Source: an optimization exercise on an open RTL-to-GDS flow (aim: small area, a short achievable clock period and few clock cycles per item). Production flows keep margins and buffers that such runs may drop.
The RTL was checked by simulation tests, not by an equivalence proof against the original design.
Power and IR drop assume default switching activity.

==> flow/design.v <==
module SME(clk,reset,chardata,isstring,ispattern,valid,match,match_index);
input clk;
input reset;
input [7:0] chardata;
input isstring;
input ispattern;
output match;
output [4:0] match_index;
output valid;
parameter BYTE = 8 ;
parameter STR_LENGTH = 32 ;
parameter PATTERN_LENGTH = 8 ;
localparam [7:0] HAT = 8'h5E ;  
localparam [7:0] DOLLAR = 8'h24 ;  
localparam [7:0] POINT = 8'h2E ;  
localparam [7:0] STAR = 8'h2A ;  
localparam [7:0] SPACE = 8'h20 ;  
localparam RD_DATA      = 3'b001 ;
localparam STR_MATCHING = 3'b010 ;
localparam DONE         = 3'b100 ;
reg [2:0] l1_curState;
wire state_RD_DATA      = l1_curState[0];
wire state_STR_MATCHING = l1_curState[1];
wire state_DONE         = l1_curState[2];
reg [BYTE-1:0] str_B_rf[0:STR_LENGTH-1];
reg [BYTE-1:0] pattern_B_rf[0:PATTERN_LENGTH-1];
reg [5:0] str_length_cnt;
reg [3:0] pattern_length_cnt;
reg isstring_d, ispattern_d;
reg [5:0] str_frame_ptr;
reg [5:0] str_char_ptr;
reg [3:0] pattern_char_ptr;
reg       star_mode_state;
reg [5:0] star_str_ptr;
reg [3:0] star_pattern_ptr;
reg       match_r;
reg [4:0] match_index_r;
wire [4:0] str_prev_ptr = str_char_ptr[4:0] - 5'd1;
wire [BYTE-1:0] current_str_char     = str_B_rf[str_char_ptr[4:0]];
wire [BYTE-1:0] previous_str_char    = str_B_rf[str_prev_ptr];
wire [BYTE-1:0] current_pattern_char = pattern_B_rf[pattern_char_ptr[2:0]];
wire patternEnd_f = pattern_char_ptr == pattern_length_cnt;
wire strEnd_f     = str_char_ptr >= str_length_cnt;
wire isHat_f    = current_pattern_char == HAT;
wire isDollar_f = current_pattern_char == DOLLAR;
wire isStar_f   = current_pattern_char == STAR;
wire isPoint_f  = current_pattern_char == POINT;
wire hatOk_f    = (str_char_ptr == 6'd0) || (previous_str_char == SPACE);
wire dollarOk_f = strEnd_f || (current_str_char == SPACE);
wire charOk_f   = !strEnd_f && (isPoint_f || current_str_char == current_pattern_char);
wire success_f = patternEnd_f || (isDollar_f && dollarOk_f);
wire advance_f = !patternEnd_f && ((isHat_f && hatOk_f) || isStar_f ||
                 (!isHat_f && !isDollar_f && !isStar_f && charOk_f));
wire [5:0] star_str_nxt = star_str_ptr + 6'd1;
wire [5:0] frame_nxt    = str_frame_ptr + 6'd1;
wire give_up_f = star_mode_state ? (star_str_ptr >= str_length_cnt)
                                 : (frame_nxt >= str_length_cnt);
wire start_f = ispattern_d && !ispattern && !isstring;
always @(posedge clk)
begin: STR_RF
    if(isstring)
        str_B_rf[isstring_d ? str_length_cnt[4:0] : 5'd0] <= chardata;
end
always @(posedge clk)
begin: PATTERN_RF
    if(ispattern)
        pattern_B_rf[ispattern_d ? pattern_length_cnt[2:0] : 3'd0] <= chardata;
end
always @(posedge clk or posedge reset)
begin: LEN_CNT
    if(reset)
    begin
        str_length_cnt     <= 0;
        pattern_length_cnt <= 0;
        isstring_d         <= 0;
        ispattern_d        <= 0;
    end
    else
    begin
        isstring_d  <= isstring;
        ispattern_d <= ispattern;
        if(isstring)
            str_length_cnt <= isstring_d ? str_length_cnt + 6'd1 : 6'd1;
        if(ispattern)
            pattern_length_cnt <= ispattern_d ? pattern_length_cnt + 4'd1 : 4'd1;
    end
end
always @(posedge clk or posedge reset)
begin: MAIN
    if(reset)
    begin
        l1_curState      <= RD_DATA;
        str_frame_ptr    <= 0;
        str_char_ptr     <= 0;
        pattern_char_ptr <= 0;
        star_mode_state  <= 0;
        star_str_ptr     <= 0;
        star_pattern_ptr <= 0;
        match_r          <= 0;
        match_index_r    <= 0;
    end
    else if(state_RD_DATA)
    begin
        str_frame_ptr    <= 0;
        str_char_ptr     <= 0;
        pattern_char_ptr <= 0;
        star_mode_state  <= 0;
        if(start_f)
            l1_curState <= STR_MATCHING;
    end
    else if(state_STR_MATCHING)
    begin
        if(success_f)
        begin
            match_r       <= 1'b1;
            match_index_r <= str_frame_ptr[4:0];
            l1_curState   <= DONE;
        end
        else if(advance_f)
        begin
            pattern_char_ptr <= pattern_char_ptr + 4'd1;
            if(isStar_f)
            begin
                star_mode_state  <= 1'b1;
                star_str_ptr     <= str_char_ptr;
                star_pattern_ptr <= pattern_char_ptr + 4'd1;
            end
            else if(!isHat_f)
                str_char_ptr <= str_char_ptr + 6'd1;
        end
        else if(give_up_f)
        begin
            match_r     <= 1'b0;
            l1_curState <= DONE;
        end
        else if(star_mode_state)
        begin
            star_str_ptr     <= star_str_nxt;
            str_char_ptr     <= star_str_nxt;
            pattern_char_ptr <= star_pattern_ptr;
        end
        else
        begin
            str_frame_ptr    <= frame_nxt;
            str_char_ptr     <= frame_nxt;
            pattern_char_ptr <= 0;
        end
    end
    else
    begin
        l1_curState <= RD_DATA;
    end
end
assign valid       = state_DONE;
assign match       = state_DONE && match_r;
assign match_index = match_index_r;
endmodule
==> flow/run.sh <==
#!/bin/bash
# synth_recipe.tcl (not shown) runs the flow's synth.tcl, then flattens the netlist and writes it again
# the make line also repeats each setting of config.mk as NAME=value (left out here)
make -C /OpenROAD-flow-scripts/flow DESIGN_CONFIG=/design/flow/config.mk WORK_HOME=/design/flow/orfs CLKGATE_MAP_FILE= SYNTH_SCRIPT=/design/flow/synth_recipe.tcl finish
==> flow/config.mk <==
export PLATFORM = sky130hd
export DESIGN_NAME = SME
export DESIGN_NICKNAME = SME
export VERILOG_FILES = /design/flow/design.v
export SDC_FILE = /design/flow/constraint.sdc
export NUM_CORES = 4
export LEC_CHECK = 0
export CAP_MARGIN = 20
export CORE_MARGIN = 2
export CORE_UTILIZATION = 40
export SLEW_MARGIN = 20
==> flow/constraint.sdc <==
create_clock -name core_clock -period 6.5 [get_ports {clk}]
set_input_delay 1.3000 -clock core_clock [delete_from_list [all_inputs] [get_ports {clk}]]
set_output_delay 1.3000 -clock core_clock [all_outputs]
set_load 0.01 [all_outputs]
==> flow_metrics.env, run 1 <==
export IMPL_syn_to_final_growth_pct=11.2
export IMPL_rows=76
export IMPL_rsz0062_at_grt="no"
export IMPL_fin_crit_ns=5.27
export IMPL_grt_pass1_vias=10814
export IMPL_synth_flop_cell="edfxtp_1"
export IMPL_vias=11213
export IMPL_cts_buffer_depth=3
export IMPL_overflow=0
export IMPL_hpwl_mm=30.9
export IMPL_netlist_area_mm2=0.0176
export IMPL_cp_slowest_cell="o2bb2ai_4"
export IMPL_setup_tns_final_ns=0
export IMPL_wl_mm=46.5
export IMPL_crit_chain="clkinv_1, ha_4, buf_4, nor3_1, a21oi_1, mux4_2, nor2_1, o211ai_1, o21a_1, o2bb2ai_4, a21oi_1, a221o_1"
export IMPL_cts_tree="yes"
export IMPL_worstPathRequired_ns=6.92
export IMPL_grt_pass1_wl_mm=69.8
export IMPL_port_buffers=18
export IMPL_crit_path_end_kind="register"
export IMPL_clock_root_buffer="clkbuf_16"
export IMPL_tightest_slew_ns=1.05
export IMPL_final_layout_size_suffix_gt1_frac=0.126
export IMPL_fill_cells=3806
export IMPL_regArea_mm2=0.0108
export IMPL_drc=0
export IMPL_hold_viol=0
export IMPL_hold_buffers=0
export IMPL_grt_max_degree=100
export IMPL_syn_num_nets=1299
export IMPL_cpPeakStageDelay_ns=0.82
export IMPL_holdWs_ns=0.477
export IMPL_cpMostUsedCell="a21oi_1"
export IMPL_syn_area_per_cell_um2=13.9
export IMPL_total_power_mw=5.58
export IMPL_drtIter0Drc=1541
export IMPL_synth_top_cells_by_area="edfxtp_1, dfrtp_1, mux4_2"
export IMPL_fin_nets=1303
export IMPL_fp_dieH_um=214
export IMPL_ys_seq_area_frac=0.615
export IMPL_n_antenna_cell=0
export IMPL_yosysWarnings=1
export IMPL_crit_family="compound AO/OA/AOI/OAI gates"
export IMPL_htree_levels=2
export IMPL_yosys_cell_types_count=79
export IMPL_synth_edf_count=320
export IMPL_gp_congestion=0.904
export IMPL_die_area_mm2=0.0456
export IMPL_wl_per_cell_um=24.7
export IMPL_cts_setup_buffers=0
export IMPL_setup_viol=0
export IMPL_clk_latency_ns=0.55
export IMPL_slew_violations=0
export IMPL_startpoint_type="register"
export IMPL_syn_instance_count=1262
export IMPL_detail_route_antenna_nets=0
export IMPL_post_route_period_util=0.811
export IMPL_drt_vias_per_instance=5.96
export IMPL_cts_inserted_buffers=40
export IMPL_p_per_area_mw_per_mm2=285
export IMPL_final_common_cell="edfxtp_1"
export IMPL_die_width_um=214
export IMPL_yosysTopAreaCell="edfxtp_1"
export IMPL_critPathBufInv=2
export IMPL_first_pass_iters=5
export IMPL_ios=19
export IMPL_fmax_mhz=190
export IMPL_async_reset_ff_frac=0.130
export IMPL_worstPathArrival_ns=5.69
export IMPL_cts_sink_count=368
export IMPL_synth_top_area_frac=0.547
export IMPL_post_cts_resized=0
export IMPL_leakage_nw=6.33
export IMPL_path_class="reg -> reg"
export IMPL_final_cell_mix="edfxtp_1, nor2_1, a21oi_1"
export IMPL_clk_pin_slew_worst_paths_ns=0.06
export IMPL_antenna_found_initial=0
export IMPL_coreArea_mm2=0.0433
export IMPL_initial_utilization=0.406
export IMPL_fin_skew_ns=0.0194
export IMPL_maxCapViolations=0
export IMPL_multi_input_area_mm2=0.00624
export IMPL_synth_seq_cells=368
export IMPL_path_max_fanout=99
export IMPL_grtUsageTotal=0.207
export IMPL_maxSlewHeadroom=0.301
export IMPL_outcome="complete, no violations"
export IMPL_hp_class="reg -> reg"
export IMPL_peakVddDrop_mv=0.151
-- worst paths after layout --
kind | depth (start not counted) | slack, ns | from | end
hold reg to reg | 2 | 0.48 | star_pattern_ptr[0]$_DFFE_PP0P_ | star_pattern_ptr[0]$_DFFE_PP0P_
hold / removal | 2 | 0.48 | star_pattern_ptr[0]$_DFFE_PP0P_ | star_pattern_ptr[0]$_DFFE_PP0P_
setup / recovery | 12 | 1.23 | str_char_ptr[0]$_DFFE_PP0P_ | pattern_char_ptr[2]$_DFFE_PP0P_
setup reg to reg | 12 | 1.23 | str_char_ptr[0]$_DFFE_PP0P_ | pattern_char_ptr[2]$_DFFE_PP0P_
min in group asynchronous | 2 | 1.23 | reset | match_index_r[1]$_DFFE_PP0P_
max in group asynchronous | 2 | 4.67 | reset | str_char_ptr[0]$_DFFE_PP0P_
-- cell usage after synthesis, types with 13 or more instances --
| cell | instances |
|---|---|
| mux4_2 | 49 |
| nor2_1 | 134 |
| o221ai_1 | 14 |
| o21ai_0 | 21 |
| ha_1 | 25 |
| xnor2_1 | 21 |
| inv_1 | 36 |
| mux4_1 | 14 |
| a22oi_1 | 23 |
| a32oi_1 | 16 |
| mux2i_1 | 72 |
| dfrtp_1 | 47 |
| nand3_1 | 25 |
| a21oi_1 | 81 |
| clkbuf_1 | 38 |
| nor3_1 | 65 |
| nand4_1 | 13 |
| mux2_2 | 13 |
| buf_2 | 20 |
| nand2_1 | 40 |
| edfxtp_1 | 320 |
-- per-stage QoR --
stage	instances	util	setup slack [ns]	cell area (um^2)
2_1_floorplan	1262	-	3.08	17600
3_3_place_gp	1809	0.422	1.48	18300
3_5_place_dp	1809	0.422	1.32	18300
4_1_cts	1882	0.452	1.32	19600
5_1_grt	1882	0.452	0.909	19600
6_report	1882	0.452	1.23	19600
-- power by group --
part / total [mW] / internal, mW / switching (mW)
clock network: 2.25 / 1.31 / 0.935
registers: 2.69 / 2.62 / 0.0650
logic: 0.643 / 0.234 / 0.409
-- cells by family after synthesis --
family                   after synthesis  share of synthesized area
AO/OA/AOI/OAI                        238                     0.0960
flip-flops                           368                      0.615
buffers and inverters                115                     0.0313
AND/OR/NAND/NOR                      341                     0.0932
adder cells (fa/ha/maj)               25                     0.0178
multiplexers                         149                      0.134
XOR/XNOR                              26                     0.0130
-- area by class of cell --
class | instances | area share
flip-flops and latches | 368 | 0.553
multi-input cells | 779 | 0.319
clock buffers | 52 | 0.0561
well taps | 585 | 0.0374
repair buffers | 39 | 0.0173
clock inverters | 21 | 0.00960
inverters | 38 | 0.00736
-- worst reg2reg max path, stage by stage (launching register included) --
cell,delay (ns)
dfrtp_4,0.69
clkinv_1,0.42
ha_4,0.67
buf_4,0.44
nor3_1,0.25
a21oi_1,0.07
mux4_2,0.50
nor2_1,0.16
o211ai_1,0.15
o21a_1,0.27
o2bb2ai_4,0.82
a21oi_1,0.30
a221o_1,0.41
-- per-layer routing --
| metal | part of all wire | vias to the layer above | track usage | routed length [um] |
|---|---|---|---|---|
| met5 | 0 | - | 0 | 0 |
| met4 | 0.023 | 0 | 0.0584 | 1080 |
| li1 | - | 4954 | - | - |
| met2 | 0.45 | 500 | 0.317 | 21100 |
| met3 | 0.083 | 71 | 0.0318 | 3860 |
| met1 | 0.44 | 5688 | 0.308 | 20500 |
-- state kept, by name, indices dropped and copies added (netlist names), 3 cells and up --
signal / cells
str_B_rf: 256
pattern_B_rf: 64
star_str_ptr: 6
str_char_ptr: 6
str_frame_ptr: 6
str_length_cnt: 6
match_index_r: 5
pattern_char_ptr: 4
pattern_length_cnt: 4
star_pattern_ptr: 4
l1_curState: 3
Testbench counts, summed over its fixed seeds: cycles 34,524, items 1,114.
==> inputs of run 2 (changes only) <==
==> flow/design.v (replaced) <==
module SME(clk,reset,chardata,isstring,ispattern,valid,match,match_index);
input clk;
input reset;
input [7:0] chardata;
input isstring;
input ispattern;
output match;
output [4:0] match_index;
output valid;
localparam [6:0] HAT    = 7'h5E ;  
localparam [6:0] DOLLAR = 7'h24 ;  
localparam [6:0] POINT  = 7'h2E ;  
localparam [6:0] STAR   = 7'h2A ;  
localparam [6:0] SPACE  = 7'h20 ;  
reg  [6:0] str_B_rf [0:31];
reg  [5:0] str_length_cnt;
reg        isstring_d, ispattern_d;
reg [32:0] F;
reg  [3:0] m;
reg        star_seen;
reg        valid_r, match_r;
reg  [4:0] match_index_r;
wire [6:0] c = chardata[6:0];
wire c_hat    = c == HAT;
wire c_dollar = c == DOLLAR;
wire c_star   = c == STAR;
wire c_point  = c == POINT;
wire first    = ispattern & ~ispattern_d;
wire [31:0] inS;      
wire [31:0] sp;       
wire [31:0] eq;       
genvar j;
generate
for (j = 0; j < 32; j = j + 1) begin: POS
    assign inS[j] = str_length_cnt > j;
    assign sp[j]  = str_B_rf[j] == SPACE;
    assign eq[j]  = inS[j] & (c_point | str_B_rf[j] == c);
end
endgenerate
wire [32:0] hatmask = {sp, 1'b1};
wire [32:0] dmask   = {1'b1, ~inS | sp};
wire [32:0] pre [0:6];
assign pre[0] = F;
genvar l;
generate
for (l = 0; l < 6; l = l + 1) begin: PRE
    for (j = 0; j < 33; j = j + 1) begin: B
        if ((j >> l) & 1)
            assign pre[l+1][j] = pre[l][j] | pre[l][((j >> l) << l) - 1];
        else
            assign pre[l+1][j] = pre[l][j];
    end
end
endgenerate
reg [4:0] fs;
integer k;
always @(*) begin
    fs = 5'd0;
    for (k = 32; k >= 0; k = k - 1)
        if (F[k]) fs = k[4:0];
end
wire [4:0] fs_idx = fs - {1'b0, m};
always @(posedge clk)
begin: STR_RF
    if(isstring)
        str_B_rf[isstring_d ? str_length_cnt[4:0] : 5'd0] <= c;
end
always @(posedge clk)
begin: LEN_CNT
    if(isstring)
        str_length_cnt <= isstring_d ? str_length_cnt + 6'd1 : 6'd1;
end
always @(posedge clk or posedge reset)
begin: FLAGS
    if(reset)
    begin
        isstring_d  <= 1'b0;
        ispattern_d <= 1'b0;
        valid_r     <= 1'b0;
        match_r     <= 1'b0;
    end
    else
    begin
        isstring_d  <= isstring;
        ispattern_d <= ispattern;
        valid_r     <= ispattern_d & ~ispattern;
        match_r     <= ispattern_d & ~ispattern & (|F);
    end
end
always @(posedge clk)
begin: MATCH
    if(ispattern)
    begin
        if(c_hat)
            F <= hatmask;
        else if(c_star)
            F <= first ? {33{1'b1}} : pre[6];
        else if(c_dollar)
            F <= F & dmask;
        else
            F <= {(first ? 32'hffffffff : F[31:0]) & eq, 1'b0};
        m         <= (first ? 4'd0 : m) + {3'd0, ~c_hat & ~c_star & ~c_dollar};
        star_seen <= (first ? 1'b0 : star_seen) | c_star;
    end
    if(first)
        match_index_r <= 5'd0;
    else if(!star_seen)
        match_index_r <= fs_idx;
end
assign valid       = valid_r;
assign match       = match_r;
assign match_index = match_index_r;
endmodule
==> flow_metrics.env, run 2 <==
export IMPL_outcome="complete, no violations"
export IMPL_fmax_mhz=249
export IMPL_cts_setup_buffers=0
export IMPL_p_int_mw=2.99
export IMPL_peakVddDrop_mv=0.187
export IMPL_synth_common_cells="edfxtp_1, xor2_1, xnor2_1"
export IMPL_dpl_cell_area_mm2=0.0148
export IMPL_hold_buffers=0
export IMPL_fin_nets=1185
export IMPL_met1_usage=0.269
export IMPL_yosys_cell_types_count=69
export IMPL_rsz0062_at_grt="no"
export IMPL_dp_slack_ns=1.99
export IMPL_total_power_mw=3.89
export IMPL_startpoint_type="input pin"
export IMPL_whs_path_depth=2
export IMPL_first_pass_iters=5
export IMPL_post_route_period_util=0.617
export IMPL_syn_area_per_cell_um2=12.2
export IMPL_antenna_found_initial=1
export IMPL_p_per_area_mw_per_mm2=248
export IMPL_setup_tns_final_ns=0
export IMPL_yosysTopAreaCell="edfxtp_1"
export IMPL_wl_mm=35.7
export IMPL_initial_utilization=0.403
export IMPL_drt_vias_per_instance=5.84
export IMPL_wl_per_cell_um=21.7
export IMPL_cts_inserted_buffers=29
export IMPL_synth_edf_count=268
export IMPL_grt_pass1_wl_mm=55.2
export IMPL_post_cts_resized=0
export IMPL_clkPwrFrac=0.399
export IMPL_setup_viol=0
export IMPL_power_frac_seq=0.524
export IMPL_final_layout_size_suffix_gt1_frac=0.0847
export IMPL_maxSlewHeadroom=0.278
export IMPL_synth_most_common_cell="edfxtp_1"
export IMPL_die_area_mm2=0.0371
export IMPL_final_setup_worst_slack_ns=2.49
export IMPL_maxCapViolations=0
export IMPL_vias=9582
export IMPL_async_reset_ff_frac=0.0144
export IMPL_netlist_area_mm2=0.0142
export IMPL_yosysWarnings=1
export IMPL_clock_root_buffer="clkbuf_16"
export IMPL_gp_congestion=0.879
export IMPL_worstPathRequired_ns=6.76
export IMPL_syn_instance_count=1167
export IMPL_grt_pass1_vias=9334
export IMPL_postLayoutCellArea_mm2=0.0157
export IMPL_switching_share=0.230
export IMPL_fin_crit_ns=4.01
export IMPL_synth_seq_cells=277
export IMPL_syn_num_nets=1190
export IMPL_pwr_share_comb=0.077
export IMPL_grt_max_degree=44
export IMPL_coreArea_mm2=0.0353
export IMPL_clk_pin_slew_worst_paths_ns=0.06
export IMPL_cts_sink_count=277
export IMPL_holdWs_ns=0.489
export IMPL_port_buffers=17
export IMPL_slew_violations=0
export IMPL_drtIter0Drc=1046
export IMPL_final_common_cell="edfxtp_1"
export IMPL_leakage_nw=4.93
export IMPL_reg2reg_depth=6
export IMPL_p_switching_uw=895
export IMPL_worstPathArrival_ns=4.27
export IMPL_tightest_slew_ns=1.08
export IMPL_hpwl_mm=22.6
export IMPL_ys_seq_area_frac=0.579
export IMPL_clk_latency_ns=0.56
export IMPL_detail_route_antenna_nets=0
export IMPL_drc=0
export IMPL_die_width_um=193
export IMPL_hp_start="match_index_r[0]$_SDFFE_PP0N_"
export IMPL_top_usage_layer="met2"
export IMPL_holdPathEnd="match_index_r[0]$_SDFFE_PP0N_"
export IMPL_synth_top_cells_by_area="edfxtp_1, xor2_1, xnor2_1"
export IMPL_hold_viol=0
export IMPL_reg2reg_setup_slack_ns=3.41
export IMPL_final_cell_mix="edfxtp_1, xor2_1, xnor2_1"
export IMPL_cts_buffer_depth=3
export IMPL_crit_path_end_kind="register"
export IMPL_fp_dieH_um=193
export IMPL_largest_reg_flops=224
export IMPL_cts_tree="yes"
export IMPL_path_max_fanout=30
export IMPL_htree_levels=1
export IMPL_overflow=0
export IMPL_fin_skew_ns=0.0169
export IMPL_hp_class="reg -> reg"
export IMPL_syn_to_final_growth_pct=9.97
export IMPL_path_class="in -> reg"
export IMPL_synth_flop_cell="edfxtp_1"
export IMPL_regToRegStartpoint="F[4]$_DFFE_PP_"
export IMPL_grtUsageTotal=0.194
export IMPL_synth_top_area_frac=0.565
export IMPL_ios=19
export IMPL_n_antenna_cell=0
export IMPL_met2_usage=0.320
export IMPL_rows=69
export IMPL_met3_usage=0.0236
export IMPL_reg2reg_to="F[26]$_DFFE_PP_"
## run 2: worst max-delay path by stage
stage | from | endpoint | slack (ns)
detailed placement | chardata[5] | F[29]$_DFFE_PP_ | 1.99
global route | chardata[5] | F[29]$_DFFE_PP_ | 2.38
finish | chardata[5] | F[29]$_DFFE_PP_ | 2.49
floorplan | chardata[4] | m[2]$_DFFE_PP_ | 3.39
CTS | chardata[5] | F[29]$_DFFE_PP_ | 2.57
global placement | chardata[5] | F[29]$_DFFE_PP_ | 2.08
## run 2: metal layers
layer | vias to the layer above | wire length [um]
met3 | 66 | 2160
met5 | - | 13
met1 | 4752 | 15800
met4 | 2 | 930
li1 | 4425 | -
met2 | 337 | 16800
## run 2: power groups by stage
stage / combinational [mW] / clock (mW) / sequential (mW)
after floorplan: 0.204 / 0 / 2.05
after global routing: 0.333 / 1.65 / 2.04
after global placement: 0.299 / 0 / 2.07
final: 0.301 / 1.55 / 2.04
after CTS: 0.305 / 1.59 / 2.04
after detailed placement: 0.303 / 0 / 2.07
## run 2: critical path: stages
cell and delay (ns):
buf_4 0.41, nor3b_2 0.64, nand2_1 0.63, nor2_1 0.59, nand3_1 0.28, o32ai_1 0.29, a31oi_1 0.07
## run 2: metrics by stage
step / instances / util
2_1_floorplan: 1167 / -
3_3_place_gp: 1592 / 0.419
3_5_place_dp: 1592 / 0.419
4_1_cts: 1642 / 0.443
5_1_grt: 1642 / 0.443
6_report: 1642 / 0.443
## run 2: logic make-up after synthesis
logic type                 after synthesis  share of synthesized area
buffers and inverters                   86                     0.0254
adders and majority gates               11                     0.0102
DFF                                    277                      0.579
and+or+nand+nor                        344                      0.135
xor gates and xnor gates               233                      0.143
AOI/OAI and AO/OA                      213                      0.104
muxes                                    3                    0.00220
## run 2: area by class of cell
cell class                 count  area, um^2
fill                        3165       19700
sequential                   277        8250
multi-input combinational    804        5630
clock buffer                  36         752
tap                          461         577
timing repair buffer          32         260
clock inverter                14         116
inverter                      18        67.6
Testbench counts of run 2, summed over its fixed seeds: cycles 12,373, items 1,114.
==> inputs of run 3 (changes only) <==
--- a/flow/design.v
+++ b/flow/design.v
@@ -16,7 +16,7 @@
 reg  [5:0] str_length_cnt;
 reg        isstring_d, ispattern_d;
 reg [32:0] F;
-reg  [3:0] m;
+reg  [4:0] off;           
 reg        star_seen;
 reg        valid_r, match_r;
 reg  [4:0] match_index_r;
@@ -25,6 +25,7 @@
 wire c_dollar = c == DOLLAR;
 wire c_star   = c == STAR;
 wire c_point  = c == POINT;
+wire c_body   = ~c_hat & ~c_star & ~c_dollar;
 wire first    = ispattern & ~ispattern_d;
 wire [31:0] inS;      
 wire [31:0] sp;       
@@ -32,13 +33,13 @@
 genvar j;
 generate
 for (j = 0; j < 32; j = j + 1) begin: POS
-    assign inS[j] = str_length_cnt > j;
+    assign inS[j] = str_length_cnt > 31 - j;
     assign sp[j]  = str_B_rf[j] == SPACE;
-    assign eq[j]  = inS[j] & (c_point | str_B_rf[j] == c);
+    assign eq[j]  = c_point | str_B_rf[j] == c;
 end
 endgenerate
-wire [32:0] hatmask = {sp, 1'b1};
-wire [32:0] dmask   = {1'b1, ~inS | sp};
+wire [32:0] hatmask = {1'b0, inS & ~{inS[30:0], 1'b0} | inS & {sp[30:0], 1'b0}};
+wire [32:0] dmask   = {1'b1, sp};
 wire [32:0] pre [0:6];
 assign pre[0] = F;
 genvar l;
@@ -59,11 +60,16 @@
     for (k = 32; k >= 0; k = k - 1)
         if (F[k]) fs = k[4:0];
 end
-wire [4:0] fs_idx = fs - {1'b0, m};
+wire [4:0] fs_idx = fs + off;
+integer i;
 always @(posedge clk)
 begin: STR_RF
     if(isstring)
-        str_B_rf[isstring_d ? str_length_cnt[4:0] : 5'd0] <= c;
+    begin
+        for (i = 0; i < 31; i = i + 1)
+            str_B_rf[i] <= str_B_rf[i+1];
+        str_B_rf[31] <= c;
+    end
 end
 always @(posedge clk)
 begin: LEN_CNT
@@ -89,19 +95,16 @@
 end
 always @(posedge clk)
 begin: MATCH
-    if(ispattern)
-    begin
-        if(c_hat)
-            F <= hatmask;
-        else if(c_star)
-            F <= first ? {33{1'b1}} : pre[6];
-        else if(c_dollar)
-            F <= F & dmask;
-        else
-            F <= {(first ? 32'hffffffff : F[31:0]) & eq, 1'b0};
-        m         <= (first ? 4'd0 : m) + {3'd0, ~c_hat & ~c_star & ~c_dollar};
-        star_seen <= (first ? 1'b0 : star_seen) | c_star;
-    end
+    if(c_hat)
+        F <= hatmask;
+    else if(c_star)
+        F <= first ? {1'b1, inS} : pre[6];
+    else if(c_dollar)
+        F <= F & dmask;
+    else
+        F <= {(first ? inS : F[31:0]) & eq, 1'b0};
+    off       <= (first ? str_length_cnt[4:0] : off) - {4'd0, c_body};
+    star_seen <= (first ? 1'b0 : star_seen) | c_star;
     if(first)
         match_index_r <= 5'd0;
     else if(!star_seen)
==> flow_metrics.env, run 3 <==
export IMPL_setup_tns_final_ns=0
export IMPL_whs_path_depth=0
export IMPL_antenna_found_initial=0
export IMPL_cts_tree="yes"
export IMPL_fin_nets=1226
export IMPL_syn_instance_count=1213
export IMPL_post_cts_resized=0
export IMPL_synth_common_cells="edfxtp_1, xor2_1, xnor2_1"
export IMPL_final_cell_mix="edfxtp_1, xor2_1, xnor2_1"
export IMPL_cts_sink_count=278
export IMPL_clk_pin_slew_worst_paths_ns=0.06
export IMPL_hold_viol=0
export IMPL_yosys_cell_types_count=73
export IMPL_drtIter0Drc=817
export IMPL_cts_inserted_buffers=29
export IMPL_syn_area_per_cell_um2=11.6
export IMPL_fp_dieH_um=192
export IMPL_hp_class="reg -> reg"
export IMPL_netlist_area_mm2=0.0141
export IMPL_port_buffers=17
export IMPL_vias=9788
export IMPL_startpoint_type="input pin"
export IMPL_gp_congestion=0.886
export IMPL_hpwl_mm=22.9
export IMPL_leakage_nw=5.14
export IMPL_die_area_mm2=0.0368
export IMPL_syn_num_nets=1236
export IMPL_grtUsageTotal=0.192
export IMPL_fin_skew_ns=0.0270
export IMPL_ys_seq_area_frac=0.560
export IMPL_synth_flop_cell="edfxtp_1"
export IMPL_overflow=0
export IMPL_grt_pass1_vias=9547
export IMPL_n_antenna_cell=0
export IMPL_htree_levels=1
export IMPL_setup_viol=0
export IMPL_path_class="in -> reg"
export IMPL_synth_edf_count=231
export IMPL_clock_root_buffer="clkbuf_16"
export IMPL_detail_route_antenna_nets=0
export IMPL_crit_family="simple AND/OR/NAND/NOR gates"
export IMPL_cts_setup_buffers=0
export IMPL_yosysWarnings=2
export IMPL_first_pass_iters=5
export IMPL_total_power_mw=4.27
export IMPL_grt_max_degree=128
export IMPL_fmax_mhz=257
export IMPL_postLayoutCellArea_mm2=0.0155
export IMPL_final_layout_size_suffix_gt1_frac=0.0873
export IMPL_reg2reg_to="match_index_r[4]$_SDFFE_PP0N_"
export IMPL_wl_mm=35.0
export IMPL_initial_utilization=0.407
export IMPL_drt_vias_per_instance=5.82
export IMPL_crit_chain="buf_2, or4b_1, or2_1, nand2_2, nor2_1, ha_1, ha_1, nand2_1, xnor2_1, nor2_1, a21oi_1"
export IMPL_rsz0062_at_grt="no"
export IMPL_tightest_slew_ns=1.10
export IMPL_maxCapViolations=0
export IMPL_drc=0
export IMPL_worstPathRequired_ns=7.02
export IMPL_synth_top_area_frac=0.492
export IMPL_post_route_period_util=0.598
export IMPL_final_common_cell="edfxtp_1"
export IMPL_synth_most_common_cell="edfxtp_1"
export IMPL_critPathBufInv=1
export IMPL_die_width_um=192
export IMPL_dpl_cell_area_mm2=0.0146
export IMPL_cpPeakStageDelay_ns=0.67
export IMPL_reg2reg_depth=12
export IMPL_p_per_area_mw_per_mm2=275
export IMPL_ios=19
export IMPL_synth_seq_cells=278
export IMPL_syn_to_final_growth_pct=10.0
export IMPL_cp_slowest_cell="or4b_1"
export IMPL_coreArea_mm2=0.0346
export IMPL_maxSlewHeadroom=0.263
export IMPL_worstPathArrival_ns=4.41
export IMPL_fin_crit_ns=3.89
export IMPL_hp_start="str_B_rf[21][3]$_DFFE_PP_"
export IMPL_grt_pass1_wl_mm=55.2
export IMPL_yosysTopAreaCell="edfxtp_1"
export IMPL_regToRegStartpoint="F[31]$_DFF_P_"
export IMPL_slew_violations=0
export IMPL_crit_path_end_kind="register"
export IMPL_holdPathEnd="str_B_rf[20][3]$_DFFE_PP_"
export IMPL_cts_buffer_depth=3
export IMPL_wl_per_cell_um=20.8
export IMPL_peakVddDrop_mv=0.236
export IMPL_largest_reg_flops=224
export IMPL_clk_latency_ns=0.59
export IMPL_path_max_fanout=12
export IMPL_hold_buffers=0
export IMPL_rows=68
export IMPL_async_reset_ff_frac=0.0144
export IMPL_outcome="complete, no violations"
export IMPL_reg2reg_setup_slack_ns=3.45
export IMPL_synth_top_cells_by_area="edfxtp_1, xor2_1, dfxtp_1"
-- run 3: cell type report --
class                   instances  area (um^2)
fillers                      3146        19100
flip-flops and latches        278         7900
multi-input cells             845         5820
clock buffers                  46          820
well taps                     455          569
repair buffers                 32          264
clock inverters                 8         88.8
inverters                      17         63.8
-- run 3: worst max path at each step --
stage / depth (start not counted) / from / end / slack (ns)
floorplan: 13 / chardata[4] / off[4]$_DFF_P_ / 3.01
global placement: 11 / chardata[5] / off[4]$_DFF_P_ / 2.13
detailed placement: 11 / chardata[5] / off[4]$_DFF_P_ / 2.12
CTS: 11 / chardata[5] / off[4]$_DFF_P_ / 2.71
global route: 11 / chardata[6] / off[4]$_DFF_P_ / 2.53
finish: 11 / chardata[5] / off[4]$_DFF_P_ / 2.61
-- run 3: per-stage QoR --
stage | utilization | cells | setup WS (ns) | hold WS, ns
5_1_grt | 0.448 | 1681 | 2.53 | 0.501
3_5_place_dp | 0.422 | 1627 | 2.12 | 0.476
6_report | 0.448 | 1681 | 2.61 | 0.487
3_3_place_gp | 0.422 | 1627 | 2.13 | 0.472
2_1_floorplan | - | 1213 | 3.01 | 0.462
4_1_cts | 0.448 | 1681 | 2.71 | 0.488
-- run 3: logic make-up (layout without fill, tap and decap cells) --
| kind of cell | count (synthesis) | in the layout | share of synthesized area |
|---|---|---|---|
| AOI/OAI and AO/OA | 254 | 254 | 0.116 |
| adders and majority gates | 11 | 11 | 0.0103 |
| muxes | 4 | 4 | 0.00284 |
| buffers and inverters | 90 | 103 | 0.0284 |
| DFF | 278 | 278 | 0.560 |
| xor gates and xnor gates | 235 | 235 | 0.146 |
| and+or+nand+nor | 341 | 341 | 0.137 |
-- run 3: layer usage --
| layer | part of all wire | vias to the layer above | GRT usage |
|---|---|---|---|
| met5 | 0 | - | 0 |
| met4 | 0.026 | 0 | 0.0565 |
| met3 | 0.062 | 73 | 0.0287 |
| met2 | 0.45 | 305 | 0.301 |
| met1 | 0.46 | 4837 | 0.276 |
| li1 | - | 4573 | - |
-- run 3: where the power goes --
| group | internal (mW) | switching [mW] |
|---|---|---|
| clock | 0.907 | 0.694 |
| sequential | 2.07 | 0.111 |
| combinational | 0.210 | 0.284 |
| total | 3.18 | 1.09 |
Testbench counts of run 3, summed over its fixed seeds: cycles 12,373, items 1,114.
==> inputs of run 4 (changes only) <==
--- a/flow/config.mk
+++ b/flow/config.mk
@@ -5,7 +5,9 @@
 export SDC_FILE = /design/flow/constraint.sdc
 export NUM_CORES = 4
 export LEC_CHECK = 0
+export ABC_AREA = 1
 export CAP_MARGIN = 20
 export CORE_MARGIN = 2
 export CORE_UTILIZATION = 40
+export SETUP_SLACK_MARGIN = 3.8
 export SLEW_MARGIN = 20
==> flow_metrics.env, run 4 <==
export IMPL_coreArea_mm2=0.0354
export IMPL_first_pass_iters=7
export IMPL_antenna_found_initial=0
export IMPL_gp_congestion=0.892
export IMPL_rows=69
export IMPL_grt_pass1_wl_mm=61.6
export IMPL_synth_top_area_frac=0.484
export IMPL_setup_viol=0
export IMPL_die_area_mm2=0.0373
export IMPL_largest_reg_flops=224
export IMPL_syn_num_nets=1445
export IMPL_dpl_cell_area_mm2=0.0149
export IMPL_cpPeakStageDelay_ns=0.35
export IMPL_yosysTopAreaCell="edfxtp_1"
export IMPL_clk_pin_slew_worst_paths_ns=0.06
export IMPL_synth_flop_cell="edfxtp_1"
export IMPL_final_cell_mix="edfxtp_1, nand2_1, xnor2_1"
export IMPL_peakVddDrop_mv=0.192
export IMPL_final_setup_worst_slack_ns=3.13
export IMPL_cpMostUsedCell="nand2_1"
export IMPL_dp_slack_ns=1.66
export IMPL_syn_to_final_growth_pct=18.6
export IMPL_syn_area_per_cell_um2=10.1
export IMPL_maxCapViolations=0
export IMPL_netlist_area_mm2=0.0143
export IMPL_path_class="reg -> reg"
export IMPL_leakage_nw=6.38
export IMPL_synth_compound_area_frac=0.0985
export IMPL_ios=19
export IMPL_fin_crit_ns=3.37
export IMPL_yosys_area_share_simple=0.174
export IMPL_slew_violations=0
export IMPL_drtIter0Drc=1150
export IMPL_port_buffers=17
export IMPL_die_width_um=193
export IMPL_async_reset_ff_frac=0.0144
export IMPL_hpwl_mm=23.3
export IMPL_clock_root_buffer="clkbuf_16"
export IMPL_maxSlewHeadroom=0.421
export IMPL_fp_dieH_um=193
export IMPL_synthAdderAreaFrac=0.0101
export IMPL_initial_utilization=0.405
export IMPL_detail_route_antenna_nets=0
export IMPL_path_max_fanout=2
export IMPL_post_route_period_util=0.519
export IMPL_fin_skew_ns=0.0131
export IMPL_final_common_cell="edfxtp_1"
export IMPL_final_layout_size_suffix_gt1_frac=0.132
export IMPL_outcome="complete, no violations"
export IMPL_fin_nets=1506
export IMPL_synth_common_cells="edfxtp_1, nand2_1, inv_1"
export IMPL_overflow=0
export IMPL_grtUsageTotal=0.209
export IMPL_wl_mm=40.5
export IMPL_grt_max_degree=149
export IMPL_n_antenna_cell=0
export IMPL_tightest_slew_ns=0.869
export IMPL_fmax_mhz=297
export IMPL_yosysWarnings=2
export IMPL_syn_instance_count=1422
export IMPL_clk_latency_ns=0.55
export IMPL_wl_per_cell_um=20.6
export IMPL_cts_inserted_buffers=29
export IMPL_synth_seq_cells=278
export IMPL_rsz0062_at_grt="yes"
export IMPL_drc=0
export IMPL_grt_pass1_vias=10633
export IMPL_fill_cells=3233
export IMPL_synth_edf_count=231
export IMPL_hp_class="reg -> reg"
export IMPL_cts_buffer_depth=3
export IMPL_synth_top_family_by_area="simple AND/OR/NAND/NOR gates"
export IMPL_cts_tree="yes"
export IMPL_ys_seq_area_frac=0.552
export IMPL_synth_top_cells_by_area="edfxtp_1, xnor2_1, dfxtp_1"
export IMPL_worstPathRequired_ns=6.94
export IMPL_yosys_cell_types_count=55
export IMPL_vias=11059
export IMPL_p_per_area_mw_per_mm2=255
export IMPL_worstPathArrival_ns=3.81
export IMPL_crit_path_end_kind="register"
export IMPL_cp_slowest_cell="fa_2"
export IMPL_hold_viol=0
export IMPL_synthMuxAreaShare=0
export IMPL_startpoint_type="register"
export IMPL_synth_xor_area_share=0.112
export IMPL_cts_sink_count=278
export IMPL_postLayoutCellArea_mm2=0.0170
export IMPL_synth_most_common_cell="edfxtp_1"
export IMPL_htree_levels=1
export IMPL_fin_util=0.480
export IMPL_drt_vias_per_instance=5.63
export IMPL_setup_tns_final_ns=0
==> run 4: cell count changes in the layout (fill, tap and decap cells not counted), sizes merged, moves of 30 or more <==
cell,delta
nand2,+171
inv,+109
xor2,-85
nand3,+69
buf,+51
o21ai,+46
a21oi,-35
xnor2,+33
nor3,-30
==> run 4: kinds of logic after synthesis <==
logic type                 after synthesis
and+or+nand+nor                        530
buffers and inverters                  193
AOI/OAI and AO/OA                      227
xor gates and xnor gates               183
DFF                                    278
adders and majority gates               11
==> run 4: final cells by class <==
class | count | area (um^2) | share of cell area
inverter | 132 | 614 | 0.0362
timing repair inverter | 3 | 21.3 | 0.00125
sequential | 278 | 7900 | 0.465
multi-input combinational | 951 | 5920 | 0.349
clock buffer | 46 | 820 | 0.0483
timing repair buffer | 88 | 1070 | 0.0631
tap | 461 | 577 | 0.0340
clock inverter | 7 | 56.3 | 0.00332
==> run 4: path summary, 6_finish.rpt <==
kind / from / slack [ns] / cells past startpoint / to
min: match_index_r[0]$_SDFFE_PP0N_ / 0.46 / 2 / match_index_r[0]$_SDFFE_PP0N_
min in group asynchronous: reset / 0.92 / 2 / isstring_d$_DFF_PP0_
max in group asynchronous: reset / 5.43 / 2 / match_r$_DFF_PP0_
max reg2reg: F[30]$_DFF_P_ / 3.13 / 40 / match_index_r[4]$_SDFFE_PP0N_
min reg2reg: match_index_r[0]$_SDFFE_PP0N_ / 0.46 / 2 / match_index_r[0]$_SDFFE_PP0N_
max: F[30]$_DFF_P_ / 3.13 / 40 / match_index_r[4]$_SDFFE_PP0N_
==> run 4: repair_timing <==
item	CTS	global route
endpoints found under the hold margin	0	0
hold buffers	0	0
pin swaps	6	24
cloned	9	0
endpoints found under the setup margin	52	34
gates resized for setup	67	64
setup buffers	28	22
==> run 4: stage by stage <==
stage | total power [mW] | hold slack (ns) | cells
final | 4.33 | 0.460 | 1966
after global routing | 4.49 | 0.464 | 1966
after CTS | 4.32 | 0.458 | 1944
after detailed placement | 2.70 | 0.451 | 1854
after global placement | 2.69 | 0.448 | 1854
after floorplan | 2.52 | 0.450 | 1422
==> run 4: worst max-delay path, delay by kind of cell, from the launching register on <==
| family | cells | cell delay (ns) |
|---|---|---|
| AO/OA/AOI/OAI | 2 | 0.18 |
| flip-flops | 1 | 0.34 |
| AND/OR/NAND/NOR | 32 | 1.80 |
| XOR/XNOR | 2 | 0.36 |
| adder cells (fa/ha/maj) | 2 | 0.51 |
| buffers and inverters | 2 | 0.09 |
==> run 4: power breakdown <==
group	total [mW]	internal (mW)	switching, mW
Clock	1.58	0.896	0.681
Combinational	0.585	0.245	0.340
Sequential	2.17	2.06	0.103
==> run 4: routing by layer <==
metal | share of wire | vias up | wire (um) | global-route usage
li1 | - | 5149 | - | -
met1 | 0.44 | 5462 | 17700 | 0.286
met2 | 0.47 | 374 | 19100 | 0.345
met3 | 0.066 | 74 | 2690 | 0.0300
met4 | 0.025 | 0 | 1010 | 0.0597
met5 | 0 | - | 0 | 0
==> inputs of run 5 (changes only) <==
--- a/flow/config.mk
+++ b/flow/config.mk
@@ -5,7 +5,7 @@
 export SDC_FILE = /design/flow/constraint.sdc
 export NUM_CORES = 4
 export LEC_CHECK = 0
-export ABC_AREA = 1
+export ABC_CLOCK_PERIOD_IN_PS = 2700
 export CAP_MARGIN = 20
 export CORE_MARGIN = 2
 export CORE_UTILIZATION = 40
==> flow_metrics.env, run 5 <==
export IMPL_fin_crit_ns=2.71
export IMPL_pwr_share_comb=0.124
export IMPL_first_pass_iters=5
export IMPL_largest_reg_flops=224
export IMPL_hpwl_mm=23.1
export IMPL_synth_common_cells="edfxtp_1, xor2_1, xnor2_1"
export IMPL_port_buffers=17
export IMPL_maxSlewHeadroom=0.394
export IMPL_worstPathArrival_ns=3.20
export IMPL_ios=19
export IMPL_detail_route_antenna_nets=0
export IMPL_fp_dieH_um=192
export IMPL_setup_viol=0
export IMPL_overflow=0
export IMPL_crit_path_end_kind="register"
export IMPL_grtUsageTotal=0.199
export IMPL_vias=10201
export IMPL_gp_congestion=0.866
export IMPL_hold_viol=0
export IMPL_coreArea_mm2=0.0346
export IMPL_hold_buffers=0
export IMPL_yosys_cell_types_count=73
export IMPL_cts_inserted_buffers=31
export IMPL_synth_seq_cells=278
export IMPL_synth_top_family_by_area="XOR/XNOR gates"
export IMPL_wl_per_cell_um=21.3
export IMPL_synthMuxAreaShare=0.00284
export IMPL_reg2reg_setup_slack_ns=3.83
export IMPL_drt_vias_per_instance=5.86
export IMPL_synth_flop_cell="edfxtp_1"
export IMPL_syn_to_final_growth_pct=18.3
export IMPL_drc=0
export IMPL_htree_levels=1
export IMPL_async_reset_ff_frac=0.0144
export IMPL_synth_edf_count=231
export IMPL_clk_latency_ns=0.58
export IMPL_path_max_fanout=7
export IMPL_startpoint_type="input pin"
export IMPL_switching_share=0.250
export IMPL_synth_xor_area_share=0.146
export IMPL_synth_top_area_frac=0.492
export IMPL_syn_area_per_cell_um2=11.6
export IMPL_rsz0062_at_grt="yes"
export IMPL_antenna_found_initial=0
export IMPL_grt_pass1_wl_mm=57.4
export IMPL_cts_buffer_depth=3
export IMPL_final_cells=1740
export IMPL_fmax_mhz=369
export IMPL_final_common_cell="edfxtp_1"
export IMPL_fill_cells=3040
export IMPL_yosysWarnings=2
export IMPL_syn_instance_count=1213
export IMPL_p_int_mw=3.42
export IMPL_hp_class="reg -> reg"
export IMPL_leakage_nw=5.68
export IMPL_final_layout_size_suffix_gt1_frac=0.186
export IMPL_wl_mm=37.1
export IMPL_path_class="in -> reg"
export IMPL_fin_nets=1283
export IMPL_grt_max_degree=130
export IMPL_tightest_slew_ns=0.902
export IMPL_synth_top_cells_by_area="edfxtp_1, xor2_1, dfxtp_1"
export IMPL_synthAdderAreaFrac=0.0103
export IMPL_synth_most_common_cell="edfxtp_1"
export IMPL_p_switching_mw=1.14
export IMPL_worstPathRequired_ns=6.99
export IMPL_rows=68
export IMPL_cts_tree="yes"
export IMPL_regArea_mm2=0.00791
export IMPL_placed_cells=1628
export IMPL_cts_sink_count=278
export IMPL_drtIter0Drc=904
export IMPL_yosysTopAreaCell="edfxtp_1"
export IMPL_netlist_area_mm2=0.0141
export IMPL_final_cell_mix="edfxtp_1, xor2_1, xnor2_1"
export IMPL_syn_num_nets=1236
export IMPL_post_route_period_util=0.417
export IMPL_clock_root_buffer="clkbuf_16"
export IMPL_clkPwrFrac=0.399
export IMPL_ys_seq_area_frac=0.560
export IMPL_die_width_um=192
export IMPL_setup_tns_final_ns=0
export IMPL_fin_skew_ns=0.0220
export IMPL_initial_utilization=0.407
export IMPL_power_frac_seq=0.477
export IMPL_yosys_area_share_simple=0.137
export IMPL_synth_compound_area_frac=0.116
export IMPL_n_antenna_cell=0
export IMPL_multi_input_area_mm2=0.00622
export IMPL_maxCapViolations=0
export IMPL_die_area_mm2=0.0368
export IMPL_slew_violations=0
export IMPL_p_per_area_mw_per_mm2=274
export IMPL_grt_pass1_vias=9991
export IMPL_outcome="complete, no violations"
export IMPL_peakVddDrop_mv=0.232
export IMPL_clk_pin_slew_worst_paths_ns=0.06
-- run 5: worst paths after layout --
kind / cells after the start / endpoint / start
hold reg to reg: 2 / match_index_r[2]$_SDFFE_PP0N_ / match_index_r[2]$_SDFFE_PP0N_
setup / recovery: 10 / F[2]$_DFF_P_ / chardata[4]
min in group asynchronous: 2 / ispattern_d$_DFF_PP0_ / reset
max in group asynchronous: 2 / isstring_d$_DFF_PP0_ / reset
hold / removal: 2 / match_index_r[2]$_SDFFE_PP0N_ / match_index_r[2]$_SDFFE_PP0N_
setup reg to reg: 14 / match_index_r[3]$_SDFFE_PP0N_ / F[27]$_DFF_P_
-- run 5: power groups by stage --
stage / Sequential, mW / Combinational [mW] / Clock (mW)
after global placement: 2.21 / 0.495 / 0
final: 2.18 / 0.566 / 1.82
after floorplan: 2.18 / 0.354 / 0
after CTS: 2.18 / 0.521 / 1.86
after detailed placement: 2.21 / 0.498 / 0
after global routing: 2.19 / 0.621 / 1.92
-- run 5: per-layer routing --
layer / vias to the layer above / share of wire / wire length, um / global-route usage
li1: 4705 / - / - / -
met1: 5022 / 0.43 / 16100 / 0.272
met2: 385 / 0.47 / 17400 / 0.326
met3: 89 / 0.065 / 2420 / 0.0320
met4: 0 / 0.029 / 1080 / 0.0598
met5: - / 0 / 0 / 0
-- run 5: cell families (layout without fill, tap and decap cells) --
group	Yosys count	count (layout)
adders and majority gates	11	11
buffers and inverters	90	158
and+or+nand+nor	341	345
DFF	278	278
muxes	4	4
AOI/OAI and AO/OA	254	254
xor gates and xnor gates	235	235
-- run 5: critical path, stage by stage --
cell     delay, ns
buf_8         0.12
or4b_4        0.59
buf_6         0.16
nor2_4        0.12
buf_6         0.14
buf_8         0.13
a21oi_4       0.04
o41ai_2       0.33
o21ai_1       0.11
o22ai_1       0.16
-- run 5: stage by stage --
stage | worst slack [ns] | utilization | total power, mW | instance area, um^2 | hold slack (ns)
after floorplan | 3.25 | - | 2.53 | 14200 | 0.462
after global placement | 2.09 | 0.424 | 2.70 | 14700 | 0.472
after detailed placement | 2.15 | 0.424 | 2.71 | 14700 | 0.475
after CTS | 3.69 | 0.467 | 4.55 | 16200 | 0.484
after global routing | 3.65 | 0.482 | 4.73 | 16700 | 0.499
final | 3.79 | 0.482 | 4.56 | 16700 | 0.480
-- run 5: layout make-up --
class                           instances  area share
Timing Repair Buffer                   83      0.0506
Clock inverter                         16     0.00967
Tap cell                              455      0.0341
Clock buffer                           42      0.0551
Multi-Input combinational cell        849       0.372
Inverter                               17     0.00382
Sequential cell                       278       0.474
-- run 5: what timing repair did --
action	CTS	global route
pin swaps	16	32
endpoints found under the setup margin	49	31
gates resized for setup	68	61
cloned	4	1
setup buffers	23	26
==> inputs of run 6 (changes only) <==
--- a/flow/config.mk
+++ b/flow/config.mk
@@ -9,5 +9,7 @@
 export CAP_MARGIN = 20
 export CORE_MARGIN = 2
 export CORE_UTILIZATION = 40
+export CTS_CLUSTER_DIAMETER = 80
+export CTS_CLUSTER_SIZE = 30
 export SETUP_SLACK_MARGIN = 3.8
 export SLEW_MARGIN = 20
==> flow_metrics.env, run 6 <==
export IMPL_synth_common_cells="edfxtp_1, xor2_1, xnor2_1"
export IMPL_hold_buffers=0
export IMPL_fin_crit_ns=2.75
export IMPL_path_class="in -> reg"
export IMPL_synth_top_cells_by_area="edfxtp_1, xor2_1, dfxtp_1"
export IMPL_cts_inserted_buffers=15
export IMPL_hold_viol=0
export IMPL_post_route_period_util=0.422
export IMPL_synth_flop_cell="edfxtp_1"
export IMPL_first_pass_iters=5
export IMPL_regArea_mm2=0.00792
export IMPL_n_antenna_cell=0
export IMPL_overflow=0
export IMPL_maxCapViolations=0
export IMPL_final_common_cell="edfxtp_1"
export IMPL_rows=68
export IMPL_drc=0
export IMPL_multi_input_area_mm2=0.00625
export IMPL_netlist_area_mm2=0.0141
export IMPL_clock_root_buffer="clkbuf_16"
export IMPL_slew_violations=0
export IMPL_largest_reg_flops=224
export IMPL_final_cell_mix="edfxtp_1, xor2_1, xnor2_1"
export IMPL_initial_utilization=0.407
export IMPL_die_area_mm2=0.0368
export IMPL_synth_most_common_cell="edfxtp_1"
export IMPL_detail_route_antenna_nets=0
export IMPL_fin_nets=1257
export IMPL_die_width_um=192
export IMPL_cts_sink_count=278
export IMPL_yosysTopAreaCell="edfxtp_1"
export IMPL_worstPathRequired_ns=6.96
export IMPL_worstPathArrival_ns=3.20
export IMPL_synth_edf_count=231
export IMPL_synth_top_area_frac=0.492
export IMPL_fill_cells=3102
export IMPL_fmax_mhz=364
export IMPL_yosys_cell_types_count=73
export IMPL_final_cells=1698
export IMPL_leakage_nw=5.36
export IMPL_startpoint_type="input pin"
export IMPL_placed_cells=1628
export IMPL_wl_mm=36.8
export IMPL_grt_max_degree=130
export IMPL_syn_instance_count=1213
export IMPL_grt_pass1_wl_mm=57.0
export IMPL_synth_seq_cells=278
export IMPL_cts_buffer_depth=3
export IMPL_postLayoutCellArea_mm2=0.0161
export IMPL_fp_dieH_um=192
export IMPL_gp_congestion=0.866
export IMPL_htree_levels=1
export IMPL_ys_seq_area_frac=0.560
export IMPL_reg2reg_setup_slack_ns=3.84
export IMPL_setup_viol=0
export IMPL_rsz0062_at_grt="yes"
export IMPL_vias=10042
export IMPL_tightest_slew_ns=0.932
export IMPL_syn_area_per_cell_um2=11.6
export IMPL_path_max_fanout=6
export IMPL_syn_to_final_growth_pct=14.2
export IMPL_wl_per_cell_um=21.7
export IMPL_fin_util=0.465
export IMPL_p_per_area_mw_per_mm2=239
export IMPL_grtUsageTotal=0.198
export IMPL_drt_vias_per_instance=5.91
export IMPL_clk_latency_ns=0.53
export IMPL_async_reset_ff_frac=0.0144
export IMPL_final_layout_size_suffix_gt1_frac=0.166
export IMPL_setup_tns_final_ns=0
export IMPL_outcome="complete, no violations"
export IMPL_clk_pin_slew_worst_paths_ns=0.11
export IMPL_cts_tree="yes"
export IMPL_hpwl_mm=23.1
export IMPL_peakVddDrop_mv=0.271
export IMPL_fin_skew_ns=0.0406
export IMPL_yosysWarnings=2
export IMPL_syn_num_nets=1236
export IMPL_port_buffers=17
export IMPL_dpl_cell_area_mm2=0.0147
export IMPL_coreArea_mm2=0.0346
export IMPL_grt_pass1_vias=9854
export IMPL_drtIter0Drc=878
export IMPL_ios=19
export IMPL_antenna_found_initial=0
export IMPL_hp_class="reg -> reg"
export IMPL_crit_path_end_kind="register"
export IMPL_maxSlewHeadroom=0.374
==> run 6: worst paths after layout <==
path,from,end,cells after the start
setup / recovery,chardata[4],F[5]$_DFF_P_,11
min in group asynchronous,reset,isstring_d$_DFF_PP0_,2
max in group asynchronous,reset,match_r$_DFF_PP0_,2
hold reg to reg,str_B_rf[16][5]$_DFFE_PP_,str_B_rf[15][5]$_DFFE_PP_,0
setup reg to reg,F[28]$_DFF_P_,match_index_r[4]$_SDFFE_PP0N_,10
hold / removal,str_B_rf[16][5]$_DFFE_PP_,str_B_rf[15][5]$_DFFE_PP_,0
==> run 6: power by group <==
part	internal, mW	total [mW]	switching (mW)
clock	0.486	1.12	0.634
combinational	0.247	0.560	0.313
sequential	2.06	2.17	0.113
==> run 6: logic make-up (layout without fill, tap and decap cells) <==
family                   count (synthesis)  after routing  synth area share
AND/OR/NAND/NOR                        341            345             0.137
flip-flops                             278            278             0.560
AO/OA/AOI/OAI                          254            254             0.116
XOR/XNOR                               235            235             0.146
buffers and inverters                   90            116            0.0284
adder cells (fa/ha/maj)                 11             11            0.0103
multiplexers                             4              4           0.00284
==> run 6: cell type report <==
cell class	count	share of cell area
clock buffer	18	0.0252
tap	455	0.0353
timing repair buffer	73	0.0499
clock inverter	8	0.00629
multi-input combinational	849	0.388
sequential	278	0.491
inverter	17	0.00396
==> run 6: metrics by stage <==
step / hold slack [ns] / total power, mW / setup slack, ns
floorplan: 0.462 / 2.53 / 3.25
global placement: 0.472 / 2.70 / 2.09
detailed placement: 0.475 / 2.71 / 2.15
CTS: 0.491 / 3.86 / 3.79
global route: 0.513 / 4.01 / 3.69
finish: 0.490 / 3.85 / 3.75
==> run 6: worst max-delay path, stage by stage <==
cell and delay [ns]:
buf_12 0.11, or4b_4 0.62, buf_12 0.17, nor2_4 0.16, buf_12 0.14, buf_8 0.12, buf_6 0.10, a21oi_2 0.04
nor4b_2 0.25, nor3_1 0.07, a21oi_1 0.12
==> run 6: repair_timing <==
item                                    4_1_cts  5_1_grt
resized for setup                            80       52
cloned                                        4        1
endpoints found under the setup margin       47       32
setup buffers                                28       11
pin swaps                                    24       33
==> run 6: metal layers <==
layer / up-vias / GRT usage / part of all wire
li1: 4632 / - / -
met1: 4972 / 0.278 / 0.44
met2: 376 / 0.322 / 0.47
met3: 62 / 0.0247 / 0.061
met4: 0 / 0.0568 / 0.028
met5: - / 0 / 0
==> inputs of run 7 (changes only) <==
--- a/flow/config.mk
+++ b/flow/config.mk
@@ -11,5 +11,5 @@
 export CORE_UTILIZATION = 40
 export CTS_CLUSTER_DIAMETER = 80
 export CTS_CLUSTER_SIZE = 30
-export SETUP_SLACK_MARGIN = 3.8
+export SETUP_SLACK_MARGIN = 4.0
 export SLEW_MARGIN = 20
==> flow_metrics.env, run 7 <==
export IMPL_p_per_area_mw_per_mm2=231
export IMPL_netlist_area_mm2=0.0141
export IMPL_setup_tns_final_ns=0
export IMPL_fp_dieH_um=192
export IMPL_hp_class="reg -> reg"
export IMPL_synth_flop_cell="edfxtp_1"
export IMPL_synth_common_cells="edfxtp_1, xor2_1, xnor2_1"
export IMPL_cts_buffer_depth=3
export IMPL_drtIter0Drc=942
export IMPL_final_cell_mix="edfxtp_1, xor2_1, xnor2_1"
export IMPL_n_antenna_cell=0
export IMPL_final_layout_size_suffix_gt1_frac=0.220
export IMPL_coreArea_mm2=0.0346
export IMPL_fin_crit_ns=2.78
export IMPL_yosysTopAreaCell="edfxtp_1"
export IMPL_detail_route_antenna_nets=0
export IMPL_grt_max_degree=130
export IMPL_maxSlewHeadroom=0.426
export IMPL_port_buffers=17
export IMPL_largest_reg_flops=224
export IMPL_syn_num_nets=1236
export IMPL_cts_tree="yes"
export IMPL_outcome="complete, no violations"
export IMPL_syn_area_per_cell_um2=11.6
export IMPL_grtUsageTotal=0.209
export IMPL_slew_violations=0
export IMPL_fin_util=0.490
export IMPL_initial_utilization=0.407
export IMPL_syn_to_final_growth_pct=20.2
export IMPL_fin_nets=1290
export IMPL_setup_viol=0
export IMPL_total_power_mw=3.91
export IMPL_peakVddDrop_mv=0.273
export IMPL_regToRegStartpoint="F[30]$_DFF_P_"
export IMPL_first_pass_iters=6
export IMPL_htree_levels=1
export IMPL_hpwl_mm=23.1
export IMPL_synth_top_cells_by_area="edfxtp_1, xor2_1, dfxtp_1"
export IMPL_post_route_period_util=0.427
export IMPL_die_area_mm2=0.0368
export IMPL_rsz0062_at_grt="yes"
export IMPL_synth_top_area_frac=0.492
export IMPL_syn_instance_count=1213
export IMPL_startpoint="chardata[6]"
export IMPL_clock_root_buffer="clkbuf_16"
export IMPL_die_width_um=192
export IMPL_hold_viol=0
export IMPL_grt_pass1_vias=10253
export IMPL_synth_most_common_cell="edfxtp_1"
export IMPL_synth_edf_count=231
export IMPL_path_class="in -> reg"
export IMPL_fill_cells=2994
export IMPL_async_reset_ff_frac=0.0144
export IMPL_clk_pin_slew_worst_paths_ns=0.12
export IMPL_yosysWarnings=2
export IMPL_tightest_slew_ns=0.854
export IMPL_final_common_cell="edfxtp_1"
export IMPL_holdWs_ns=0.487
export IMPL_crit_path_end_kind="register"
export IMPL_synth_seq_cells=278
export IMPL_ys_seq_area_frac=0.560
export IMPL_fmax_mhz=360
export IMPL_worstPathArrival_ns=3.21
export IMPL_maxCapViolations=0
export IMPL_rows=68
export IMPL_drt_vias_per_instance=6.00
export IMPL_wl_per_cell_um=22.2
export IMPL_vias=10388
export IMPL_gp_congestion=0.866
export IMPL_hp_start="match_index_r[2]$_SDFFE_PP0N_"
export IMPL_cts_inserted_buffers=15
export IMPL_ios=19
export IMPL_final_cells=1731
export IMPL_cts_sink_count=278
export IMPL_worstPathRequired_ns=6.94
export IMPL_leakage_nw=5.73
export IMPL_antenna_found_initial=0
export IMPL_clk_latency_ns=0.54
export IMPL_fin_skew_ns=0.0375
export IMPL_wl_mm=38.5
export IMPL_yosys_cell_types_count=73
export IMPL_drc=0
export IMPL_grt_pass1_wl_mm=59.7
export IMPL_path_max_fanout=4
export IMPL_overflow=0
export IMPL_startpoint_type="input pin"
export IMPL_placed_cells=1628
[run 7: stage by stage]
step           worst slack (ns)  area [um^2]
6_report                   3.72        17000
5_1_grt                    3.69        17000
4_1_cts                    3.81        16500
3_5_place_dp               2.15        14700
3_3_place_gp               2.09        14700
2_1_floorplan              3.25        14200
[run 7: worst max-delay path: stages]
cell and delay [ns]:
buf_4 0.15, or4b_4 0.58, buf_12 0.18, buf_4 0.13, buf_6 0.11, or2_4 0.26
buf_12 0.15, o221ai_2 0.06, o211ai_1 0.13, o21ai_1 0.11, a21oi_1 0.05
[run 7: final cells by class]
class | instances | area (um^2) | area share
Clock buffer | 18 | 407 | 0.0240
Tap cell | 455 | 569 | 0.0336
Timing Repair Buffer | 106 | 1290 | 0.0761
Sequential cell | 278 | 7930 | 0.467
Inverter | 17 | 63.8 | 0.00376
Clock inverter | 8 | 101 | 0.00598
Multi-Input combinational cell | 849 | 6600 | 0.389
[run 7: cell families after synthesis]
group	count (synthesis)	share of synthesized area
simple gates	341	0.137
flops	278	0.560
compound gates	254	0.116
xor+xnor	235	0.146
buf+inv	90	0.0284
fa+ha+maj	11	0.0103
mux	4	0.00284
[run 7: final timing paths]
path | end | slack, ns | cells past startpoint
min in group asynchronous | isstring_d$_DFF_PP0_ | 0.92 | 2
max in group asynchronous | match_r$_DFF_PP0_ | 5.41 | 2
hold reg to reg | match_index_r[2]$_SDFFE_PP0N_ | 0.49 | 2
hold / removal | match_index_r[2]$_SDFFE_PP0N_ | 0.49 | 2
setup reg to reg | match_index_r[4]$_SDFFE_PP0N_ | 3.86 | 12
setup / recovery | F[31]$_DFF_P_ | 3.72 | 11
[run 7: repair_timing]
| action | CTS | global route |
|---|---|---|
| setup endpoints to repair | 50 | 109 |
| pin swaps | 64 | 41 |
| cloned | 7 | 1 |
| hold buffers | 0 | 0 |
| resized for setup | 172 | 66 |
| hold endpoints to repair | 0 | 0 |
| buffers inserted | 57 | 12 |
[run 7: where the power goes]
part	switching [mW]	leakage [nW]	total (mW)	internal, mW
registers	0.117	2.67	2.18	2.06
clock network	0.641	0.250	1.13	0.486
logic	0.334	2.80	0.608	0.274
[run 7: per-layer routing]
metal | track usage | up-vias | share of wire
li1 | - | 4712 | -
met1 | 0.289 | 5139 | 0.43
met2 | 0.338 | 430 | 0.47
met3 | 0.0265 | 107 | 0.063
met4 | 0.0725 | 0 | 0.040
met5 | 0 | - | 0
==> inputs of run 8 (changes only) <==
--- a/flow/config.mk
+++ b/flow/config.mk
@@ -11,5 +11,5 @@
 export CORE_UTILIZATION = 40
 export CTS_CLUSTER_DIAMETER = 80
 export CTS_CLUSTER_SIZE = 30
-export SETUP_SLACK_MARGIN = 4.0
+export SETUP_SLACK_MARGIN = 3.6
 export SLEW_MARGIN = 20
==> flow_metrics.env, run 8 <==
export IMPL_ios=19
export IMPL_fmax_mhz=349
export IMPL_grtUsageTotal=0.192
export IMPL_drc=0
export IMPL_fp_dieH_um=192
export IMPL_p_int_mw=2.76
export IMPL_pwr_share_comb=0.136
export IMPL_coreArea_mm2=0.0346
export IMPL_regToRegStartpoint="F[16]$_DFF_P_"
export IMPL_syn_num_nets=1236
export IMPL_hpwl_mm=23.1
export IMPL_wl_per_cell_um=20.9
export IMPL_path_class="in -> reg"
export IMPL_reg2reg_setup_slack_ns=3.69
export IMPL_hold_buffers=0
export IMPL_synth_top_cells_by_area="edfxtp_1, xor2_1, dfxtp_1"
export IMPL_cts_sink_count=278
export IMPL_yosys_cell_types_count=73
export IMPL_fin_skew_ns=0.0328
export IMPL_yosysTopAreaCell="edfxtp_1"
export IMPL_startpoint="chardata[6]"
export IMPL_rsz0062_at_grt="yes"
export IMPL_synth_edf_count=231
export IMPL_port_buffers=17
export IMPL_final_layout_size_suffix_gt1_frac=0.109
export IMPL_synth_seq_cells=278
export IMPL_setup_worst_path_end="F[15]$_DFF_P_"
export IMPL_post_route_period_util=0.441
export IMPL_initial_utilization=0.407
export IMPL_met1_usage=0.264
export IMPL_grt_max_degree=122
export IMPL_cts_inserted_buffers=15
export IMPL_synth_top_area_frac=0.492
export IMPL_cts_buffer_depth=3
export IMPL_critPathBufInv=2
export IMPL_peakVddDrop_mv=0.229
export IMPL_hp_class="reg -> reg"
export IMPL_outcome="complete, no violations"
export IMPL_fin_util=0.447
export IMPL_startpoint_type="input pin"
export IMPL_yosysWarnings=2
export IMPL_cp_slowest_cell="or4b_4"
export IMPL_htree_levels=1
export IMPL_rows=68
export IMPL_final_cells=1674
export IMPL_worstPathRequired_ns=6.92
export IMPL_netlist_area_mm2=0.0141
export IMPL_reg2reg_depth=9
export IMPL_syn_to_final_growth_pct=9.81
[run 8: cell count changes in the layout (fill, tap and decap cells not counted), moves of 6 or more]
cell,previous run,this run
dlygate4sd2_1,6,0
nor4_1,54,63
buf_6,26,12
dfxtp_4,6,0
a21oi_2,12,2
dfxtp_1,31,40
buf_4,41,25
nor2_1,60,66
a21oi_1,48,63
o21ai_1,13,2
buf_12,17,2
clkdlybuf4s50_1,1,9
o21ai_0,41,56
[run 8: per-layer routing]
metal  vias up  routed length, um
li1       4569                  -
met1      4873              15700
met2       298              16700
met3        46               1840
met4         0                696
met5         -                  0
[run 8: how the worst min path moves through the flow]
stage / start / to / slack [ns] / cells after the start
floorplan: str_B_rf[1][5]$_DFFE_PP_ / str_B_rf[0][5]$_DFFE_PP_ / 0.46 / 0
global placement: match_index_r[3]$_SDFFE_PP0N_ / match_index_r[3]$_SDFFE_PP0N_ / 0.47 / 2
detailed placement: match_index_r[3]$_SDFFE_PP0N_ / match_index_r[3]$_SDFFE_PP0N_ / 0.48 / 2
CTS: str_B_rf[17][5]$_DFFE_PP_ / str_B_rf[16][5]$_DFFE_PP_ / 0.50 / 0
global route: str_B_rf[18][6]$_DFFE_PP_ / str_B_rf[17][6]$_DFFE_PP_ / 0.51 / 0
finish: str_B_rf[17][5]$_DFFE_PP_ / str_B_rf[16][5]$_DFFE_PP_ / 0.49 / 0
[run 8: kinds of logic after synthesis]
group,after synthesis,synth area share
fa+ha+maj,11,0.0103
xor+xnor,235,0.146
mux,4,0.00284
buf+inv,90,0.0284
compound gates,254,0.116
simple gates,341,0.137
flops,278,0.560
[run 8: power groups by stage]
| stage | sequential [mW] | clock (mW) | combinational [mW] |
|---|---|---|---|
| after detailed placement | 2.21 | 0 | 0.499 |
| after global placement | 2.21 | 0 | 0.492 |
| final | 2.17 | 1.11 | 0.517 |
| after floorplan | 2.18 | 0 | 0.353 |
| after CTS | 2.17 | 1.13 | 0.513 |
| after global routing | 2.19 | 1.19 | 0.574 |
[run 8: metrics by stage]
step / setup slack, ns / cell area (um^2) / hold WS [ns]
global route: 3.53 / 15500 / 0.510
floorplan: 3.25 / 14200 / 0.462
global placement: 2.26 / 14700 / 0.473
finish: 3.63 / 15500 / 0.490
detailed placement: 2.24 / 14700 / 0.478
CTS: 3.60 / 15400 / 0.495
[run 8: timing repair]
| action | 4_1_cts | 5_1_grt |
|---|---|---|
| pin swaps | 6 | 7 |
| endpoints found under the setup margin | 39 | 22 |
| cloned | 2 | 0 |
| setup buffers | 13 | 6 |
| gates resized for setup | 28 | 21 |
[run 8: area by class of cell]
type	instances	area, um^2
Inverter	17	63.8
Clock buffer	17	393
Multi-Input combinational cell	847	5960
Fill cell	3177	19100
Tap cell	455	569
Sequential cell	278	7900
Timing Repair Buffer	51	497
Clock inverter	9	106

## afterwards: timing with drivers on the ports
No port has a modelled driver above. Below, the same layouts with a new extraction and two added sets of constraints.
Step 1: set_driving_cell puts a clkbuf_16 on clk and a buf_2 on each other input, an assumption about the parent block.
Step 2 times the ports against the registers' clock, not the clock port: input delays grow and output delays shrink by t, the midpoint of the rising clock arrivals with the driver on.
Slacks: no drivers / after step 1 / after step 2; pairs: no drivers / after step 1.
| run | t (ns) | slack for setup (ns) |
|---|---|---|
| run 1 | 0.596 | 1.228 / 1.228 / 1.228 |
| run 2 | 0.598 | 2.491 / 2.520 / 1.922 |
| run 3 | 0.625 | 2.612 / 2.642 / 2.017 |
| run 4 | 0.597 | 3.129 / 3.129 / 3.129 |
| run 5 | 0.616 | 3.792 / 3.787 / 3.171 |
| run 6 | 0.565 | 3.755 / 3.747 / 3.182 |
| run 7 | 0.569 | 3.723 / 3.720 / 3.151 |
| run 8 | 0.572 | 3.635 / 3.657 / 3.085 |
After both steps every run listed still meets setup and hold.
